Context: an optimization exercise on an open-source flow, tuned for small area, a short achievable clock period and few clock cycles. The choices shown serve that exercise and are no tape-out recipe. Only simulation tests tie the RTL to the original design; equivalence was not proved.

== main ==
==> flow/design.v <==
`timescale 1ns / 1ps
module RegisterFile(reset, clk, we, wa, wd, nra1, nra2, rd1, rd2);
    input reset;
    input clk;
    input we;
    input [4:0] wa;
    input [31:0] wd;
    input [4:0] nra1;        
    input [4:0] nra2;
    output [31:0] rd1;
    output [31:0] rd2;
    reg [31:0] data [1:31];
    reg [31:1] valid;
    integer i;
    always @(posedge clk) begin
        for (i = 1; i < 32; i = i + 1)
            if (we && wa == i) data[i] <= wd;
    end
    always @(posedge clk or posedge reset) begin
        if (reset)
            valid <= 31'b0;
        else
            for (i = 1; i < 32; i = i + 1)
                if (we && wa == i) valid[i] <= 1'b1;
    end
    reg [31:1] s1, s2;
    always @(posedge clk) begin
        for (i = 1; i < 32; i = i + 1) begin
            s1[i] <= (nra1 == i) & (valid[i] | (we && wa == i));
            s2[i] <= (nra2 == i) & (valid[i] | (we && wa == i));
        end
    end
    genvar b, g;
    generate
        for (b = 0; b < 32; b = b + 1) begin : BIT
            wire [9:0] n1, n2;
            for (g = 0; g < 10; g = g + 1) begin : GRP
                wire [2:0] d = {data[3*g+3][b], data[3*g+2][b], data[3*g+1][b]};
                RdSel3 u1(.s(s1[3*g+3:3*g+1]), .d(d), .yn(n1[g]));
                RdSel3 u2(.s(s2[3*g+3:3*g+1]), .d(d), .yn(n2[g]));
            end
            assign rd1[b] = ~&n1 | (s1[31] & data[31][b]);
            assign rd2[b] = ~&n2 | (s2[31] & data[31][b]);
        end
    endgenerate
endmodule
module RdSel3(s, d, yn);
    input [2:0] s;
    input [2:0] d;
    output yn;
    assign yn = ~|(s & d);
endmodule
`timescale 1ns / 1ps
module ALU(a, b, sub, sltu, sel_slt, sel_logic, lop, sel_shift, shamt, sfn, oth, sum);
    input [31:0] a;
    input [31:0] b;
    input sub;
    input sltu;
    input sel_slt;
    input sel_logic;
    input [1:0] lop;         
    input sel_shift;
    input [4:0] shamt;
    input [1:0] sfn;         
    output [31:0] oth;
    output [31:0] sum;
    wire [33:0] s = {1'b0, a, 1'b1} + {1'b0, b, sub};
    assign sum = s[32:1];
    wire lt = sltu ? ~s[33] : ((a[31] == b[31]) ? a[31] : s[32]);
    reg [31:0] lg;
    always @(*) begin
        case (lop)
            2'b00: lg = a & b;
            2'b01: lg = a | b;
            2'b10: lg = a ^ b;
            default: lg = ~(a | b);
        endcase
    end
    wire [31:0] sh;
    Shifter SH1(.x(b), .n(shamt), .left(~sfn[1]), .arith(sfn[0]), .y(sh));
    assign oth = sel_slt ? {31'h0, lt} : sel_logic ? lg : sh;
endmodule
module Shifter(x, n, left, arith, y);
    input [31:0] x;
    input [4:0] n;
    input left;
    input arith;
    output [31:0] y;
    function [31:0] rev(input [31:0] v);
        integer k;
        for (k = 0; k < 32; k = k + 1) rev[k] = v[31 - k];
    endfunction
    wire [31:0] xi = left ? rev(x) : x;
    wire fill = arith & x[31];
    wire [63:0] ext = {{32{fill}}, xi};
    wire [31:0] r = ext >> n;
    assign y = left ? rev(r) : r;
endmodule
`timescale 1ns / 1ps
module MultiCycleCPU (reset, clk, mem_addr, mem_wdata, mem_we, mem_rdata);
    input reset;
    input clk;
    output [31:0] mem_addr;
    output [31:0] mem_wdata;
    output mem_we;
    input [31:0] mem_rdata;
    reg  [29:0] fpc;          
    reg  [31:0] ir;           
    reg         dv;           
    reg  [29:0] dpc4;         
    reg  [31:0] ir2;          
    reg         dv2;
    reg         d_jpend;      
    reg         ev;           
    reg  [31:0] e_a, e_b;     
    reg  [31:0] e_sd;         
    reg  [29:0] e_bt;         
    reg  [4:0]  e_wa;         
    reg         e_lw, e_sw, e_beq;
    reg         e_sub, e_sltu, e_slt, e_logic, e_shift;
    reg  [1:0]  e_lop, e_sfn;
    reg  [4:0]  e_sh;
    reg         ld_cyc;       
    reg         st_cyc;       
    reg  [31:0] addr_q;       
    reg  [4:0]  ldrt_q;       
    wire        m_cyc = ld_cyc | st_cyc;
    wire [5:0] op = ir[31:26];
    wire [4:0] rs = ir[25:21];
    wire [4:0] rt = ir[20:16];
    wire [4:0] rd = ir[15:11];
    wire [5:0] fn = ir[5:0];
    wire d_rtype = ~op[5] & ~op[3] & ~op[2] & ~op[1];       
    wire d_jump  = ~op[5] & ~op[3] & op[1];                 
    wire d_jal   = d_jump & op[0];                          
    wire d_beq   = ~op[5] & ~op[3] & op[2];                 
    wire d_itype = ~op[5] & op[3];                          
    wire d_lw    = op[5] & ~op[3];                          
    wire d_sw    = op[5] & op[3];                           
    wire d_jr    = d_rtype & ~fn[5] & fn[3];                
    wire d_fe    = rs == rt;                                
    wire r_alu   = d_rtype & fn[5];
    wire i_lui   = d_itype & op[2] & op[1];
    wire i_andi  = d_itype & op[2] & ~op[1];
    wire i_slt   = d_itype & ~op[2] & op[1];
    wire [4:0] d_wa = d_rtype ? rd : d_jal ? 5'd31 : (d_itype | d_lw) ? rt : 5'd0;
    wire [31:0] ra, rb;
    wire [31:0] e_sum, e_oth;
    reg         e_is_sum;
    wire        rf_we = ld_cyc | (ev & ~e_lw);
    wire [4:0]  rf_wa = ld_cyc ? ldrt_q : e_wa;
    wire [31:0] rf_wd = ({32{~ld_cyc & e_is_sum}} & e_sum) |
                        ({32{~ld_cyc & ~e_is_sum}} & e_oth) |
                        ({32{ld_cyc}} & mem_rdata);
    wire e_taken    = ev & e_beq & (e_a == e_b);              
    wire e_mem      = ev & (e_lw | e_sw);                     
    wire fe_a, fm_a;
    wire jr_wait    = d_jr & fe_a;
    wire d_adv      = dv & ~e_taken & ~e_mem & ~jr_wait;
    wire [31:0] e_x = e_a ^ e_b;
    wire [31:0] e_k = {e_a[30:0] | e_b[30:0], e_sub};
    wire        e_zero = e_x == e_k;
    wire fe_b, fm_b;
    wire d_bq_now = d_beq & ~d_fe & e_is_sum &
                    ((fe_a & (rt == 5'd0)) | (fe_b & (rs == 5'd0)));
    wire d_redirect = d_adv & (d_jr | (d_beq & d_fe) | (d_jump & d_jpend) |
                               (d_bq_now & e_zero));
    wire fetch_ok   = ~m_cyc & ~e_taken & ~d_redirect & ~(dv & jr_wait);
    wire f_jump     = mem_rdata[31:27] == 5'b00001;           
    wire [31:0] nir = (d_adv | ~dv) ? (dv2 ? ir2 : mem_rdata) : ir;
    RegisterFile RF1(.reset(reset), .clk(clk), .we(rf_we), .wa(rf_wa), .wd(rf_wd),
                     .nra1(nir[25:21]), .nra2(nir[20:16]), .rd1(ra), .rd2(rb));
    assign fe_a = ev & ~e_lw & (e_wa == rs) & (rs != 5'd0);
    assign fe_b = ev & ~e_lw & (e_wa == rt) & (rt != 5'd0);
    assign fm_a = ld_cyc & (ldrt_q == rs) & (rs != 5'd0);
    assign fm_b = ld_cyc & (ldrt_q == rt) & (rt != 5'd0);
    wire [31:0] b_fwd = (fe_b & e_is_sum) ? e_sum : fe_b ? e_oth : fm_b ? mem_rdata : rb;
    wire        d_sub = (r_alu & fn[1] & ~fn[2]) | (r_alu & fn[3]) | i_slt;
    wire [31:0] simm = {{16{ir[15]}}, ir[15:0]};
    wire [31:0] imm  = i_lui ? {ir[15:0], 16'h0000} : i_andi ? {16'h0000, ir[15:0]} : simm;
    wire [29:0] d_bt = dpc4 + simm[29:0];
    wire        a_zero = d_jal | d_jr;            
    wire        use_rb = (d_rtype & ~d_jr) | d_beq;
    wire [31:0] kb     = a_zero ? {dpc4, 2'b00} : imm;
    wire [31:0] e_a_n  = ({32{~a_zero & fe_a & e_is_sum}} & e_sum) |
                         ({32{~a_zero & fe_a & ~e_is_sum}} & e_oth) |
                         ({32{~a_zero & ~fe_a & fm_a}} & mem_rdata) |
                         ({32{~a_zero & ~fe_a & ~fm_a}} & ra);
    wire [31:0] e_b_n  = (({32{use_rb & fe_b & e_is_sum}} & e_sum) |
                          ({32{use_rb & fe_b & ~e_is_sum}} & e_oth) |
                          ({32{use_rb & ~fe_b & fm_b}} & mem_rdata) |
                          ({32{use_rb & ~fe_b & ~fm_b}} & rb) |
                          ({32{~use_rb}} & kb)) ^ {32{d_sub}};
    wire [29:0] fpc1 = fpc + 30'h1;
    wire [31:0] jr_t = fm_a ? mem_rdata : ra;
    wire        f_jmp_now = fetch_ok & f_jump & (d_adv | ~dv);
    wire [29:0] f_jt = {fpc[29:26], mem_rdata[25:0]};
    reg  [29:0] fpc_b;
    always @(*) begin
        if (e_taken)
            fpc_b = e_bt;
        else if (d_redirect)
            fpc_b = d_jr ? jr_t[31:2] : d_jump ? {dpc4[29:26], ir[25:0]} : d_bt;
        else if (fetch_ok)
            fpc_b = fpc1;
        else
            fpc_b = fpc;
    end
    wire [29:0] fpc_n = f_jmp_now ? f_jt : fpc_b;
    always @(posedge clk or posedge reset) begin
        if (reset) begin
            fpc    <= 30'h0;
            addr_q <= 32'h0;
        end else begin
            fpc    <= fpc_n;
            addr_q <= (f_jmp_now & ~e_mem) ? {f_jt, 2'b00} :
                      e_mem ? e_sum : {fpc_b, 2'b00};
        end
    end
    always @(posedge clk or posedge reset) begin
        if (reset) begin
            dv  <= 1'b0;
            dv2 <= 1'b0;
        end else if (e_taken | d_redirect) begin
            dv  <= 1'b0;
            dv2 <= 1'b0;
        end else if (d_adv) begin
            dv  <= dv2 | fetch_ok;
            dv2 <= 1'b0;
        end else if (dv) begin
            dv2 <= dv2 | fetch_ok;
        end else begin
            dv  <= fetch_ok;
        end
    end
    always @(posedge clk) begin
        if (d_adv | ~dv) begin
            ir      <= dv2 ? ir2 : mem_rdata;
            dpc4    <= dv2 ? fpc : fpc1;
            d_jpend <= dv2;
        end
        if (~dv2)
            ir2 <= mem_rdata;
    end
    always @(posedge clk or posedge reset) begin
        if (reset)
            ev <= 1'b0;
        else
            ev <= d_adv;
    end
    always @(posedge clk) begin
        if (d_adv)
            e_sd <= b_fwd;
    end
    always @(posedge clk) begin
        e_a     <= e_a_n;
        e_b     <= e_b_n;
        e_bt    <= d_bt;
        e_wa    <= d_wa;
        e_lw    <= d_lw;
        e_sw    <= d_sw;
        e_beq   <= d_beq & ~d_fe & ~d_bq_now;
        e_sub   <= d_sub;
        e_is_sum <= ~((r_alu & fn[3]) | i_slt | (r_alu & fn[2] & ~fn[3]) | i_andi |
                      (d_rtype & ~fn[5] & ~fn[3]));
        e_sltu  <= d_rtype ? fn[0] : op[0];
        e_slt   <= (r_alu & fn[3]) | i_slt;
        e_logic <= (r_alu & fn[2] & ~fn[3]) | i_andi;
        e_lop   <= d_rtype ? fn[1:0] : 2'b00;
        e_shift <= d_rtype & ~fn[5] & ~fn[3];
        e_sfn   <= fn[1:0];
        e_sh    <= ir[10:6];
    end
    ALU ALU1(.a(e_a), .b(e_b), .sub(e_sub), .sltu(e_sltu),
             .sel_slt(e_slt), .sel_logic(e_logic), .lop(e_lop),
             .sel_shift(e_shift), .shamt(e_sh), .sfn(e_sfn),
             .oth(e_oth), .sum(e_sum));
    always @(posedge clk or posedge reset) begin
        if (reset) begin
            ld_cyc <= 1'b0;
            st_cyc <= 1'b0;
        end else begin
            ld_cyc <= ev & e_lw;
            st_cyc <= ev & e_sw;
        end
    end
    always @(posedge clk) begin
        ldrt_q <= e_wa;
    end
    assign mem_addr  = addr_q;
    assign mem_wdata = e_sd;
    assign mem_we    = st_cyc;
endmodule
Settings: LEC_CHECK=0, CAP_MARGIN=20, CORE_MARGIN=2, CORE_UTILIZATION=40, CTS_CLUSTER_DIAMETER=100, CTS_CLUSTER_SIZE=22, SETUP_SLACK_MARGIN=5, SLEW_MARGIN=20, SYNTH_HIERARCHICAL=1, SYNTH_MINIMUM_KEEP_SIZE=0, TNS_END_PERCENT=0; clock period 9.5 ns.
standard.sh (not shown) runs the stock make flow with config.mk's settings and CLKGATE_MAP_FILE= SYNTH_SCRIPT=/design/flow/synth_recipe.tcl, a recipe that flattens the netlist after the stock synthesis.
==> flow/flow/run.sh <==
#!/bin/bash
# Standard synthesis, then the standard layout steps with a larger setup
# margin for the timing repair, sizing not limited to the cell footprint,
# and buf_2 port buffers. The constraints are unchanged.
set -euo pipefail
bash standard.sh synth > synth.log 2>&1
bash standard.sh SETUP_SLACK_MARGIN=7 "MATCH_CELL_FOOTPRINT=" \
    "BUFFER_PORTS_ARGS=-buffer_cell sky130_fd_sc_hd__buf_2" finish > layout.log 2>&1
Testbench counts of main, summed over its fixed seeds: cycles 135,038.
The following lists how the feature branch was set up differently from main:
--- a/flow/design.v
+++ b/flow/design.v
@@ -158,12 +158,5 @@
     wire jr_wait    = d_jr & fe_a;
     wire d_adv      = dv & ~e_taken & ~e_mem & ~jr_wait;
-    wire [31:0] e_x = e_a ^ e_b;
-    wire [31:0] e_k = {e_a[30:0] | e_b[30:0], e_sub};
-    wire        e_zero = e_x == e_k;
-    wire fe_b, fm_b;
-    wire d_bq_now = d_beq & ~d_fe & e_is_sum &
-                    ((fe_a & (rt == 5'd0)) | (fe_b & (rs == 5'd0)));
-    wire d_redirect = d_adv & (d_jr | (d_beq & d_fe) | (d_jump & d_jpend) |
-                               (d_bq_now & e_zero));
+    wire d_redirect = d_adv & (d_jr | (d_beq & d_fe) | (d_jump & d_jpend));
     wire fetch_ok   = ~m_cyc & ~e_taken & ~d_redirect & ~(dv & jr_wait);
     wire f_jump     = mem_rdata[31:27] == 5'b00001;           
@@ -172,7 +165,7 @@
                      .nra1(nir[25:21]), .nra2(nir[20:16]), .rd1(ra), .rd2(rb));
     assign fe_a = ev & ~e_lw & (e_wa == rs) & (rs != 5'd0);
-    assign fe_b = ev & ~e_lw & (e_wa == rt) & (rt != 5'd0);
+    wire   fe_b = ev & ~e_lw & (e_wa == rt) & (rt != 5'd0);
     assign fm_a = ld_cyc & (ldrt_q == rs) & (rs != 5'd0);
-    assign fm_b = ld_cyc & (ldrt_q == rt) & (rt != 5'd0);
+    wire fm_b = ld_cyc & (ldrt_q == rt) & (rt != 5'd0);
     wire [31:0] b_fwd = (fe_b & e_is_sum) ? e_sum : fe_b ? e_oth : fm_b ? mem_rdata : rb;
     wire        d_sub = (r_alu & fn[1] & ~fn[2]) | (r_alu & fn[3]) | i_slt;
@@ -260,5 +253,5 @@
         e_lw    <= d_lw;
         e_sw    <= d_sw;
-        e_beq   <= d_beq & ~d_fe & ~d_bq_now;
+        e_beq   <= d_beq & ~d_fe;
         e_sub   <= d_sub;
         e_is_sum <= ~((r_alu & fn[3]) | i_slt | (r_alu & fn[2] & ~fn[3]) | i_andi |
## What came out
On the feature branch: number of optimization iterations in the first detailed-route pass is 4 higher than what main gave. Comparing the feature branch against main, there is no change at all in number of hold buffers added after cts. main tops out at a lower clock frequency than the feature branch. On area of the mapped netlist, main loses to the feature branch. Looking only at ratio of final minimum period to clock period, and setting everything else aside, the higher value of the feature branch and main goes to main. On buffering overhead, the feature branch and main are neck and neck. NOTE via count main->the feature branch increased slightly. main has lower worst stage delay on the critical path than the feature branch. Of the feature branch and main, main shows the lower global-route usage over all layers, with the feature branch above it.
Testbench counts of the feature branch, summed over its fixed seeds: cycles 137,311.

========
Setup of P:
RTL: the design.v shown in full above, as it stands there.
==> flow/config.mk <==
export PLATFORM = sky130hd
export DESIGN_NAME = MultiCycleCPU
export DESIGN_NICKNAME = MultiCycleCPU
export VERILOG_FILES = /design/flow/design.v
export SDC_FILE = /design/flow/constraint.sdc
export NUM_CORES = 8
export LEC_CHECK = 0
export CAP_MARGIN = 20
export CORE_MARGIN = 2
export CORE_UTILIZATION = 40
export CTS_CLUSTER_DIAMETER = 100
export CTS_CLUSTER_SIZE = 22
export SETUP_SLACK_MARGIN = 5
export SLEW_MARGIN = 20
export SYNTH_HIERARCHICAL = 1
export SYNTH_MINIMUM_KEEP_SIZE = 0
export TNS_END_PERCENT = 5
==> flow/constraint.sdc <==
create_clock -name core_clock -period 9.5 [get_ports {clk}]
set_input_delay 1.9000 -clock core_clock [delete_from_list [all_inputs] [get_ports {clk}]]
set_output_delay 1.9000 -clock core_clock [all_outputs]
set_load 0.01 [all_outputs]
==> flow/flow/run.sh <==
#!/bin/bash
# Standard synthesis, then the standard layout steps with a larger setup
# margin for the timing repair, sizing not limited to the cell footprint,
# and buf_4 port buffers. The constraints are unchanged.
set -euo pipefail
bash standard.sh synth > synth.log 2>&1
bash standard.sh SETUP_SLACK_MARGIN=7 "MATCH_CELL_FOOTPRINT=" \
    "BUFFER_PORTS_ARGS=-buffer_cell sky130_fd_sc_hd__buf_4" finish > layout.log 2>&1
Testbench counts of P, summed over its fixed seeds: cycles 135,038.
Inputs modified between P and Q:
--- a/flow/design.v
+++ b/flow/design.v
@@ -155,27 +155,20 @@
     wire e_taken    = ev & e_beq & (e_a == e_b);              
     wire e_mem      = ev & (e_lw | e_sw);                     
     wire fe_a, fm_a;
     wire jr_wait    = d_jr & fe_a;
     wire d_adv      = dv & ~e_taken & ~e_mem & ~jr_wait;
-    wire [31:0] e_x = e_a ^ e_b;
-    wire [31:0] e_k = {e_a[30:0] | e_b[30:0], e_sub};
-    wire        e_zero = e_x == e_k;
-    wire fe_b, fm_b;
-    wire d_bq_now = d_beq & ~d_fe & e_is_sum &
-                    ((fe_a & (rt == 5'd0)) | (fe_b & (rs == 5'd0)));
-    wire d_redirect = d_adv & (d_jr | (d_beq & d_fe) | (d_jump & d_jpend) |
-                               (d_bq_now & e_zero));
+    wire d_redirect = d_adv & (d_jr | (d_beq & d_fe) | (d_jump & d_jpend));
     wire fetch_ok   = ~m_cyc & ~e_taken & ~d_redirect & ~(dv & jr_wait);
     wire f_jump     = mem_rdata[31:27] == 5'b00001;           
     wire [31:0] nir = (d_adv | ~dv) ? (dv2 ? ir2 : mem_rdata) : ir;
     RegisterFile RF1(.reset(reset), .clk(clk), .we(rf_we), .wa(rf_wa), .wd(rf_wd),
                      .nra1(nir[25:21]), .nra2(nir[20:16]), .rd1(ra), .rd2(rb));
     assign fe_a = ev & ~e_lw & (e_wa == rs) & (rs != 5'd0);
-    assign fe_b = ev & ~e_lw & (e_wa == rt) & (rt != 5'd0);
+    wire   fe_b = ev & ~e_lw & (e_wa == rt) & (rt != 5'd0);
     assign fm_a = ld_cyc & (ldrt_q == rs) & (rs != 5'd0);
-    assign fm_b = ld_cyc & (ldrt_q == rt) & (rt != 5'd0);
+    wire fm_b = ld_cyc & (ldrt_q == rt) & (rt != 5'd0);
     wire [31:0] b_fwd = (fe_b & e_is_sum) ? e_sum : fe_b ? e_oth : fm_b ? mem_rdata : rb;
     wire        d_sub = (r_alu & fn[1] & ~fn[2]) | (r_alu & fn[3]) | i_slt;
     wire [31:0] simm = {{16{ir[15]}}, ir[15:0]};
     wire [31:0] imm  = i_lui ? {ir[15:0], 16'h0000} : i_andi ? {16'h0000, ir[15:0]} : simm;
     wire [29:0] d_bt = dpc4 + simm[29:0];
@@ -257,11 +250,11 @@
         e_b     <= e_b_n;
         e_bt    <= d_bt;
         e_wa    <= d_wa;
         e_lw    <= d_lw;
         e_sw    <= d_sw;
-        e_beq   <= d_beq & ~d_fe & ~d_bq_now;
+        e_beq   <= d_beq & ~d_fe;
         e_sub   <= d_sub;
         e_is_sum <= ~((r_alu & fn[3]) | i_slt | (r_alu & fn[2] & ~fn[3]) | i_andi |
                       (d_rtype & ~fn[5] & ~fn[3]));
         e_sltu  <= d_rtype ? fn[0] : op[0];
         e_slt   <= (r_alu & fn[3]) | i_slt;
## What came out
P ended up with more cell instances than Q did. From P to Q the numbers moved as follows: number of antenna repair diodes higher, fraction of the core area covered by cells at the end of the flow went down 1.6 points, final HPWL from detailed placement level, count of buffers added by post-CTS timing repair for setup lost 65%. Q: global-route usage higher than P. Changes observed in Q relative to P: total routed wire length on the met1 layer now sits higher, worst hold slack now sits higher, first-iteration DRC count now sits lower, final period utilization now sits higher. P vs Q, startpoint of the most critical setup path: e_sh[4] vs RF1.s1[11]. In terms of area of all sequential standard cells, P and Q differ only marginally. Floorplan check, Q vs P: die outline smaller in Q.
Testbench counts of Q, summed over its fixed seeds: cycles 137,311.

## what the ideal ports hide
The results above use ideal ports. As a check the final layouts listed here were re-extracted and re-timed, cells and wires unchanged. Step 1: set_driving_cell puts a clkbuf_16 on clk and a buf_2 on each other input, an assumption about the parent block. Step 2 adds t to the input delays and takes it off the output delays; t is the mean of the earliest and latest rising clock arrival at the registers after step 1. Input paths then give back, and output paths get back, about the clock's delay inside the block. Slacks: ideal / step 1 / step 2; pairs: ideal / step 1.
run | shift t [ns] | slack for setup (ns) | worst hold slack (ns) | worst setup path at the end | clock arrival spread, ns
main | 0.797 | 5.731 / 5.731 / 5.055 | 0.410 / 0.410 / 0.410 | input to register | 0.070 / 0.070
the feature branch | 0.806 | 5.789 / 5.789 / 5.073 | 0.416 / 0.416 / 0.416 | input to register | 0.070 / 0.069
P | 0.796 | 5.736 / 5.736 / 5.299 | 0.378 / 0.378 / 0.378 | input to register | 0.063 / 0.063
Q | 0.795 | 5.704 / 5.704 / 5.396 | 0.415 / 0.415 / 0.415 | input to register | 0.071 / 0.071
After both steps setup and hold are still met in every run listed. The setup slack of the feature branch, which loses most, moves by 0.000 ns with the drivers and by -0.716 ns with both steps.
